This is an optimization exercise on Yosys and OpenROAD, whose aim is small area, not a production implementation. Function was checked by simulation only, so behaviour that the tests miss may differ from the original. Power figures rest on the tool's default switching activity, not on a simulated workload.

==> inputs of umber <==
// sdram_logger
module sdram_logger (
    input         clk,           
    input         rst_n,         
    input  [23:0] timestamp,     
    input  [79:0] geig_data,     
    input  [79:0] mag_data,      
    input         next_byte,     
    input  [15:0] sdram_dq_in,   
    output [15:0] sdram_dq_out,  
    output        sdram_dq_oe,   
    output [12:0] sdram_a,
    output [1:0]  sdram_ba,
    output        sdram_clk_en,
    output        sdram_cke,
    output        sdram_cs,
    output        sdram_ras,
    output        sdram_cas,
    output        sdram_we,
    output        sdram_dqml,
    output        sdram_dqmu,
    output [7:0]  byte_out       
);
wire        sdram_status;
wire [15:0] data_read;
wire        next_read, next_write, read_cmd;
wire        busy_hold, op_read;
wire [1:0]  ba_read, ba_write;
wire [8:0]  col_read, col_write;
wire [12:0] row_read, row_write;
wire        dqm;
memory_controller memory_controller_0(
    .CLK_48MHZ    ( clk ),
    .RESET        ( rst_n ),
    .SDRAM_STATUS ( sdram_status ),
    .READ_CMD     ( read_cmd ),
    .GEIG_DATA    ( geig_data ),
    .MAG_DATA     ( mag_data ),
    .READ_ADDR    ( {ba_read, col_read, row_read} ),
    .WRITE_ADDR   ( {ba_write, col_write, row_write} ),
    .NEXT_READ    ( next_read ),
    .NEXT_WRITE   ( next_write ),
    .BUSY_HOLD    ( busy_hold ),
    .OP_READ      ( op_read ),
    .WORD         ( sdram_dq_out )
);
read_address_traversal read_address_traversal_0(
    .CLK          ( clk ),
    .NEXT         ( next_read ),
    .RESET        ( rst_n ),
    .BA_READ_OUT  ( ba_read ),
    .ROW_READ_OUT ( row_read ),
    .COL_READ_OUT ( col_read )
);
write_address_traversal write_address_traversal_0(
    .CLK           ( clk ),
    .RESET         ( rst_n ),
    .NEXT          ( next_write ),
    .BA_WRITE_OUT  ( ba_write ),
    .ROW_WRITE_OUT ( row_write ),
    .COL_WRITE_OUT ( col_write )
);
read_buffer read_buffer_0(
    .CLK_48MHZ ( clk ),
    .RESET     ( rst_n ),
    .NEXT_BYTE ( next_byte ),
    .DATA_READ ( data_read ),
    .ROW_WRITE ( row_write ),
    .READ_CMD  ( read_cmd ),
  ...
Settings: LEC_CHECK=0, CAP_MARGIN=20, CORE_MARGIN=2, CORE_UTILIZATION=75, SLEW_MARGIN=20; clock period 14.0 ns.
standard.sh (not shown) runs the stock make flow with config.mk's settings and CLKGATE_MAP_FILE= SYNTH_SCRIPT=/design/flow/synth_recipe.tcl, a recipe that flattens the netlist after the stock synthesis.
==> flow/flow/run.sh <==
#!/bin/bash
# The standard ORFS layout (standard.sh) with these changes:
#  - synthesis: ABC maps the logic with an area-oriented script (synth_area.tcl)
#  - input/output ports are buffered with buf_1
#  - clock tree built from small clock buffers, without dummy loads
# Each tool's output is in ./orfs/logs (ORFS) and ./standard.log (make).
set -uo pipefail
F=$(cd "$(dirname "$0")" && pwd)
export AREA_ABC_SCRIPT=$F/abc_area.script
CTS="-sink_clustering_enable -repair_clock_nets -dont_use_dummy_load -sink_clustering_size 16 -sink_clustering_max_diameter 60 -buf_list {sky130_fd_sc_hd__clkbuf_8}"
bash standard.sh \
  "SYNTH_SCRIPT=$F/synth_area.tcl" \
  'BUFFER_PORTS_ARGS=-buffer_cell sky130_fd_sc_hd__buf_1' \
  "CTS_ARGS=$CTS" \
  finish > standard.log 2>&1
==> flow/flow/abc_area.script <==
&get -n
&st
&dch
&nf -a -R 1000
&put
strash
dch
amap -F 20 -A 60
topo
dnsize -c
==> flow/flow/synth_area.tcl <==
# The standard flow's synthesis script (synth_recipe.tcl), with ABC's technology mapping
# run with an area-oriented script (abc_area.script beside this file) in place
# of ORFS's speed script. Registers are mapped before ABC and are unchanged.
proc synth {args} { yosys synth -nofsm -noshare {*}$args }
proc abc {args} {
  set i [lsearch -exact $args -script]
  if { $i >= 0 } { lset args [expr {$i + 1}] $::env(AREA_ABC_SCRIPT) }
  yosys abc {*}$args
}
source $::env(SCRIPTS_DIR)/synth.tcl
# left out here: clear keep_hierarchy, flatten, clean up, hide names made inside functions, write 1_2_yosys.v
==> inputs of yarrow, as changes to umber <==
--- a/flow/design.v
+++ b/flow/design.v
@@ -9,11 +9,10 @@
 output BUSY_HOLD;
 output OP_READ;
 output [15:0] WORD;
 reg [79:0] geig_prev;
 reg [79:0] mag_prev;
-reg prev_clr;          
 reg read_prev;
 reg [7:0] schedule;    
 reg [2:0] write_count;
 reg busy_hold;
 reg [15:0] word;
@@ -30,17 +29,15 @@
         else if (s[3:2] == 2'b00) ins[3:2] = cmd;
         else if (s[5:4] == 2'b00) ins[5:4] = cmd;
         else ins[7:6] = cmd;
     end
 endfunction
-wire geig_chg = prev_clr ? (GEIG_DATA != 80'b0) : (geig_prev != GEIG_DATA);
-wire mag_chg = prev_clr ? (MAG_DATA != 80'b0) : (mag_prev != MAG_DATA);
 reg [7:0] s_ins;
 always @(*) begin
     s_ins = schedule;
-    if (geig_chg) s_ins = ins(s_ins, 2'b01);
-    if (mag_chg) s_ins = ins(s_ins, 2'b10);
+    if (geig_prev != GEIG_DATA) s_ins = ins(s_ins, 2'b01);
+    if (mag_prev != MAG_DATA) s_ins = ins(s_ins, 2'b10);
     if (READ_CMD && !read_prev) s_ins = ins(s_ins, 2'b11);
 end
 wire [1:0] head = s_ins[1:0];
 wire is_write = (head == 2'b01) || (head == 2'b10);
 wire is_read = (head == 2'b11);
@@ -52,16 +49,18 @@
 wire raw_eq = (READ_ADDR == WRITE_ADDR);
 assign NEXT_WRITE = is_write && !wdone && step3;
 assign NEXT_READ = is_read && step3;
 always @(posedge CLK_48MHZ or negedge RESET) begin
     if (!RESET) begin
-        prev_clr <= 1'b1;
+        geig_prev <= 80'b0;
+        mag_prev <= 80'b0;
         schedule <= 8'b0;
         write_count <= 3'b0;
         busy_hold <= 1'b0;
     end else begin
-        prev_clr <= 1'b0;
+        geig_prev <= GEIG_DATA;
+        mag_prev <= MAG_DATA;
         schedule <= s_ins;
         if (is_write) begin
             if (wdone) begin
                 write_count <= 3'd0;
                 schedule <= s_ins >> 2;
@@ -81,33 +80,26 @@
                 busy_hold <= 1'b1;
             end
         end
     end
 end
-always @(posedge CLK_48MHZ) begin
-    geig_prev <= GEIG_DATA;
-    mag_prev <= MAG_DATA;
+always @(posedge CLK_48MHZ)
     read_prev <= READ_CMD;
-end
-wire ld = is_write && !wdone && wc0;
-wire ld3 = ld && step3;              
-wire ld1 = ld && !step3 && step1;    
-wire sh = is_write && !wdone && !wc0 && step3;
-wire ld3g = ld3 && head[0], ld3m = ld3 && !head[0];
-wire ld1g = ld1 && head[0], ld1m = ld1 && !head[0];
-wire hold_w = !(ld3 || ld1 || sh);
-wire hold_p = !(ld3 || sh);
 always @(posedge CLK_48MHZ) begin
-    word <= ({16{ld3g}} & GEIG_DATA[31:16]) | ({16{ld3m}} & MAG_DATA[31:16]) |
-            ({16{ld1g}} & GEIG_DATA[15:0]) | ({16{ld1m}} & MAG_DATA[15:0]) |
-            ({16{sh}} & pend[15:0]) | ({16{hold_w}} & word);
-    pend[15:0] <= ({16{ld3g}} & GEIG_DATA[47:32]) | ({16{ld3m}} & MAG_DATA[47:32]) |
-                  ({16{sh}} & pend[31:16]) | ({16{hold_p}} & pend[15:0]);
-    pend[31:16] <= ({16{ld3g}} & GEIG_DATA[63:48]) | ({16{ld3m}} & MAG_DATA[63:48]) |
-                   ({16{sh}} & pend[47:32]) | ({16{hold_p}} & pend[31:16]);
-    pend[47:32] <= ({16{ld3g}} & GEIG_DATA[79:64]) | ({16{ld3m}} & MAG_DATA[79:64]) |
-                   ({16{!ld3}} & pend[47:32]);
+    if (is_write && !wdone) begin
+        if (step3) begin
+            if (wc0) begin
+                word <= src[31:16];
+                pend <= src[79:32];
+            end else begin
+                word <= pend[15:0];
+                pend[31:0] <= pend[47:16];
+            end
+        end else if (step1 && wc0) begin
+            word <= src[15:0];
+        end
+    end
 end
 endmodule
 module sdram_interface(CLK_48MHZ, RESET, TIMESTAMP, START, OP_READ, A_BANK, A_COL, A_ROW,
     SDRAM_DQ_IN, SDRAM_DQ_OE, SDRAM_A, SDRAM_BA, SDRAM_CLK_EN, SDRAM_CKE, SDRAM_CS,
     SDRAM_RAS, SDRAM_CAS, SDRAM_WE, SDRAM_DQM, STATUS, DATA_READ);
@@ -130,18 +122,17 @@
 reg [3:0] c;
 reg cke_pu;         
 reg dqm;
 reg [1:0] ba;
 reg pwr_stabalize;
-reg [23:0] ts_cap;     
-reg ts_wait_prev;
+reg [23:0] ts_delay;
 reg [15:0] dread;
 wire acc = !pu && (c != 4'd0);
 wire ts_lt2 = (TIMESTAMP[23:1] == 23'b0);
 wire ts_lt4 = (TIMESTAMP[23:2] == 22'b0);
 wire c_wait = (c == 4'd3) || (c == 4'd10);
-wire ts_hit = (TIMESTAMP == ts_cap + 24'd1);
+wire ts_hit = (TIMESTAMP == ts_delay);
 wire last = OP_READ ? (c == 4'd12) : (c == 4'd9);
 assign STATUS = pu || (c != 4'd0);
 assign SDRAM_CLK_EN = pwr_stabalize;
 assign SDRAM_CS = 1'b0;
 assign SDRAM_CKE = pu ? cke_pu : (c != 4'd0);
@@ -164,10 +155,12 @@
         c <= 4'd0;
         cke_pu <= 1'b0;
         dqm <= 1'b0;
         ba <= 2'b00;
         pwr_stabalize <= 1'b0;
+        ts_delay <= 24'b0;
+        dread <= 16'b0;
     end else if (pu) begin
         if (ts_lt2) begin
             cke_pu <= 1'b0;
             dqm <= 1'b0;
         end else if (ts_lt4) begin
@@ -177,10 +170,11 @@
         end else begin
             case (c)
                 4'd2: begin    
                     cke_pu <= 1'b0;
                     c <= 4'd3;
+                    ts_delay <= TIMESTAMP + 24'd1;
                 end
                 4'd3, 4'd10: begin
                     cke_pu <= ts_hit;
                     c <= ts_hit ? 4'd4 : 4'd10;
                 end
@@ -208,23 +202,14 @@
         if (c == 4'd4) begin     
             ba <= A_BANK;
             dqm <= 1'b0;
         end
         if (OP_READ ? (c == 4'd11) : (c == 4'd8)) dqm <= 1'b1;
+        if (OP_READ && (c == 4'd7)) dread <= 16'b0;
+        if (OP_READ && (c == 4'd10)) dread <= SDRAM_DQ_IN;
     end
 end
-wire dr_clr = acc && OP_READ && (c == 4'd7);
-wire dr_cap = acc && OP_READ && (c == 4'd10);
-wire dr_keep = !(dr_clr || dr_cap);
-always @(negedge CLK_48MHZ or negedge RESET)
-    if (!RESET) dread <= 16'b0;
-    else dread <= ({16{dr_cap}} & SDRAM_DQ_IN) | ({16{dr_keep}} & dread);
-wire ts_wait = pu && c_wait;
-always @(posedge CLK_48MHZ) begin
-    ts_wait_prev <= ts_wait;
-    if (ts_wait && !ts_wait_prev) ts_cap <= TIMESTAMP;
-end
 endmodule
 module read_buffer( CLK_48MHZ,RESET,NEXT_BYTE,DATA_READ,ROW_WRITE,READ_CMD,BYTE_OUT);
 input CLK_48MHZ, RESET, NEXT_BYTE;
 input [15:0] DATA_READ;
 input [12:0] ROW_WRITE;
@@ -238,14 +223,10 @@
 reg next_byte_prev;
 reg [7:0] lo, hi_a, hi_b;
 assign BYTE_OUT = byte_out;
 assign READ_CMD = read_cmd;
 wire run = (init_stage == 2'd0);
-wire nb = NEXT_BYTE && !next_byte_prev && run;
-wire nb_lo = nb && !position[0];
-wire nb_ha = nb && (position == 2'b01);
-wire nb_hb = nb && (position == 2'b11);
 wire enter = (init_stage == 2'd1) && (ROW_WRITE >= 13'd3);
 wire st2 = (init_stage == 2'd2) || enter;    
 wire fill = st2 && (init_wait < 9'd300);
 always @(posedge CLK_48MHZ or negedge RESET) begin
     if (!RESET) begin
@@ -255,12 +236,19 @@
         next_byte_prev <= 1'b0;
         init_stage <= 2'd1;
         init_wait <= 9'd0;
     end else begin
         next_byte_prev <= NEXT_BYTE;
-        byte_out <= ({8{nb_lo}} & lo) | ({8{nb_ha}} & hi_a) | ({8{nb_hb}} & hi_b) | ({8{!nb}} & byte_out);
-        if (nb) position <= position + 2'b01;
+        if (NEXT_BYTE && !next_byte_prev && run) begin
+            case (position)
+                2'b00: byte_out <= lo;
+                2'b01: byte_out <= hi_a;
+                2'b10: byte_out <= lo;
+                default: byte_out <= hi_b;
+            endcase
+            position <= position + 2'b01;
+        end
         if (run) read_cmd <= !position[0];
         if (enter) begin
             read_cmd <= 1'b1;
             init_stage <= 2'd2;
         end
@@ -291,28 +279,26 @@
 output [12:0] ROW_WRITE_OUT;
 reg [23:0] current_count;
 assign BA_WRITE_OUT = current_count[23:22];
 assign COL_WRITE_OUT = current_count[21:13];
 assign ROW_WRITE_OUT = current_count[12:0];
-wire [24:0] carry = {carry[23:0] & current_count, NEXT};
 always @(posedge CLK or negedge RESET)
     if (!RESET) current_count <= 24'b0;
-    else current_count <= current_count ^ carry[23:0];
+    else current_count <= current_count + {23'b0, NEXT};
 endmodule
 module read_address_traversal( CLK,RESET,NEXT, BA_READ_OUT, ROW_READ_OUT,COL_READ_OUT );
 input CLK, NEXT, RESET;
 output [1:0] BA_READ_OUT;
 output [8:0] COL_READ_OUT;
 output [12:0] ROW_READ_OUT;
 reg [23:0] current_count;
 assign BA_READ_OUT = current_count[23:22];
 assign COL_READ_OUT = current_count[21:13];
 assign ROW_READ_OUT = current_count[12:0];
-wire [24:0] carry = {carry[23:0] & current_count, NEXT};
 always @(posedge CLK or negedge RESET)
     if (!RESET) current_count <= 24'b0;
-    else current_count <= current_count ^ carry[23:0];
+    else current_count <= current_count + {23'b0, NEXT};
 endmodule
 module sdram_logger (
     input         clk,           
     input         rst_n,         
     input  [23:0] timestamp,     
==> flow/run.sh (new file) <==
#!/bin/bash
# synth_recipe.tcl (not shown) runs the flow's synth.tcl, then flattens the netlist and writes it again
# the make line also repeats each setting of config.mk as NAME=value (left out here)
make -C /OpenROAD-flow-scripts/flow DESIGN_CONFIG=/design/flow/config.mk WORK_HOME=/design/flow/orfs CLKGATE_MAP_FILE= SYNTH_SCRIPT=/design/flow/synth_recipe.tcl finish
--- a/flow/config.mk
+++ b/flow/config.mk
@@ -5,7 +5,7 @@
 export SDC_FILE = /design/flow/constraint.sdc
 export NUM_CORES = 4
 export LEC_CHECK = 0
 export CAP_MARGIN = 20
 export CORE_MARGIN = 2
-export CORE_UTILIZATION = 75
+export CORE_UTILIZATION = 40
 export SLEW_MARGIN = 20
removed: flow/flow/run.sh
removed: flow/flow/abc_area.script
removed: flow/flow/synth_area.tcl
removed: flow/standard.sh
==> inputs of maple, as changes to umber <==
--- a/flow/config.mk
+++ b/flow/config.mk
@@ -5,7 +5,7 @@
 export SDC_FILE = /design/flow/constraint.sdc
 export NUM_CORES = 4
 export LEC_CHECK = 0
 export CAP_MARGIN = 20
 export CORE_MARGIN = 2
-export CORE_UTILIZATION = 75
+export CORE_UTILIZATION = 85
 export SLEW_MARGIN = 20
==> inputs of nickel, as changes to umber <==
==> flow/flow/run.sh (replaced) <==
#!/bin/bash
# The standard ORFS layout (standard.sh) with these changes:
#  - synthesis: ABC maps the logic with an area-oriented script (synth_area.tcl)
#  - input/output ports are buffered with buf_1
#  - clock tree built from small clock buffers, without dummy loads
# Each tool's output is in ./orfs/logs (ORFS) and ./standard.log (make).
set -uo pipefail
F=$(cd "$(dirname "$0")" && pwd)
export AREA_ABC_SCRIPT=$F/abc_area.script
CTS="-sink_clustering_enable -repair_clock_nets -dont_use_dummy_load -sink_clustering_size 18 -sink_clustering_max_diameter 64 -buf_list {sky130_fd_sc_hd__clkbuf_8}"
bash standard.sh \
  "SYNTH_SCRIPT=$F/synth_area.tcl" \
  'BUFFER_PORTS_ARGS=-buffer_cell sky130_fd_sc_hd__buf_1' \
  "CTS_ARGS=$CTS" \
  finish > standard.log 2>&1
==> flow/flow/abc_area.script (replaced) <==
&get -n
&st
&dch
&nf -a -R 2000 -F 20 -A 40
&put
strash
dch
amap -F 20 -A 60
topo
dnsize -c
==> flow/config.mk (replaced) <==
export PLATFORM = sky130hd
export DESIGN_NAME = sdram_logger
export DESIGN_NICKNAME = sdram_logger
export VERILOG_FILES = /design/flow/design.v
export SDC_FILE = /design/flow/constraint.sdc
export NUM_CORES = 4
export LEC_CHECK = 0
export CAP_MARGIN = 0
export CELL_PAD_IN_SITES_DETAIL_PLACEMENT = 0
export CELL_PAD_IN_SITES_GLOBAL_PLACEMENT = 0
export CORE_MARGIN = 2
export CORE_UTILIZATION = 80
export SLEW_MARGIN = 0
==> summary of the runs <==
- Clock-buffer cell count: nickel < umber < yarrow.
- In yarrow the clock skew is lower than in nickel, by 58 ps.
- Non-clock buffer count: umber is higher than nickel (4).
- yarrow passed the timing, design-rule and antenna checks. nickel went through all stages and came out clean. maple ended with an error in global placement on GPL-0301. umber completed with no timing, DRC or antenna violations.
- Critical path depth: umber > nickel > yarrow.
- Area after synthesis is the same in maple and umber.
- Of nickel and umber, nickel has the higher via count (gap 0.40%, measured against umber).
- Register-to-register slack: umber is worse than yarrow (1900 ps).
- In sequential power, yarrow and nickel hardly differ.
- Cell count, lowest first: nickel, umber, yarrow.
- Sequential cell count is the same in umber and nickel.
==> figures <==
Residual overflow from global routing: yarrow 0; maple -; nickel 0; umber 0
Synth Area in Adders: yarrow 0.01263; maple 0.04491; nickel 0.04502; umber 0.04491
Routing layer with the top usage in global route: yarrow met2; maple -; nickel met2; umber met2
Class of the worst hold path: yarrow register to register; maple -; nickel register to register; umber register to register
Result of the run: yarrow finished clean; maple aborted with a tool error; nickel finished clean; umber finished clean
Last stage reached: yarrow -; maple global placement; nickel -; umber -
Clock Power Share: yarrow 0.318; maple -; nickel 0.185; umber 0.194
Initial core utilization: yarrow 0.4040; maple 0.8686; nickel 0.8077; umber 0.7686
Leak: yarrow 0.009267 uW; maple -; nickel 0.006807 uW; umber 0.006855 uW
M1 GR Usage: yarrow 0.2912; maple -; nickel 0.5258; umber 0.4879
Headroom to the max-slew limit: yarrow 0.3444; maple -; nickel 0.1714; umber 0.3507
Worst setup EP type: yarrow output pin; maple -; nickel register; umber register
Length of routed met2 wiring: yarrow 22900 um; maple -; nickel 19900 um; umber 19710 um
Post-synthesis instance area: yarrow 0.01783 sq mm; maple 0.01560 sq mm; nickel 0.01556 sq mm; umber 0.01560 sq mm
Total routed wire length on the met1 layer: yarrow 21720 um; maple -; nickel 15610 um; umber 15910 um
Number of setup buffers added after CTS: yarrow 0; maple -; nickel 0; umber 0
Number of hold violations in the final report: yarrow 0; maple -; nickel 0; umber 0
Relative area of clock buffers and inverters in the final design: yarrow 0.06482; maple -; nickel 0.02015; umber 0.02235
Hold slack final: yarrow 423.1 ps; maple -; nickel 420.2 ps; umber 428.2 ps
Worst setup startpoint: yarrow sdram_interface_0.c[3]; maple -; nickel sdram_interface_0.c[0]; umber sdram_interface_0.c[0]
Switching fraction of total power: yarrow 0.3196; maple -; nickel 0.3396; umber 0.3403
Ratio of cells with drive above 1 in the final layout: yarrow 0.08168; maple -; nickel 0.02336; umber 0.02721
Critical path buffers and inverters: yarrow 2; maple -; nickel 3; umber 3
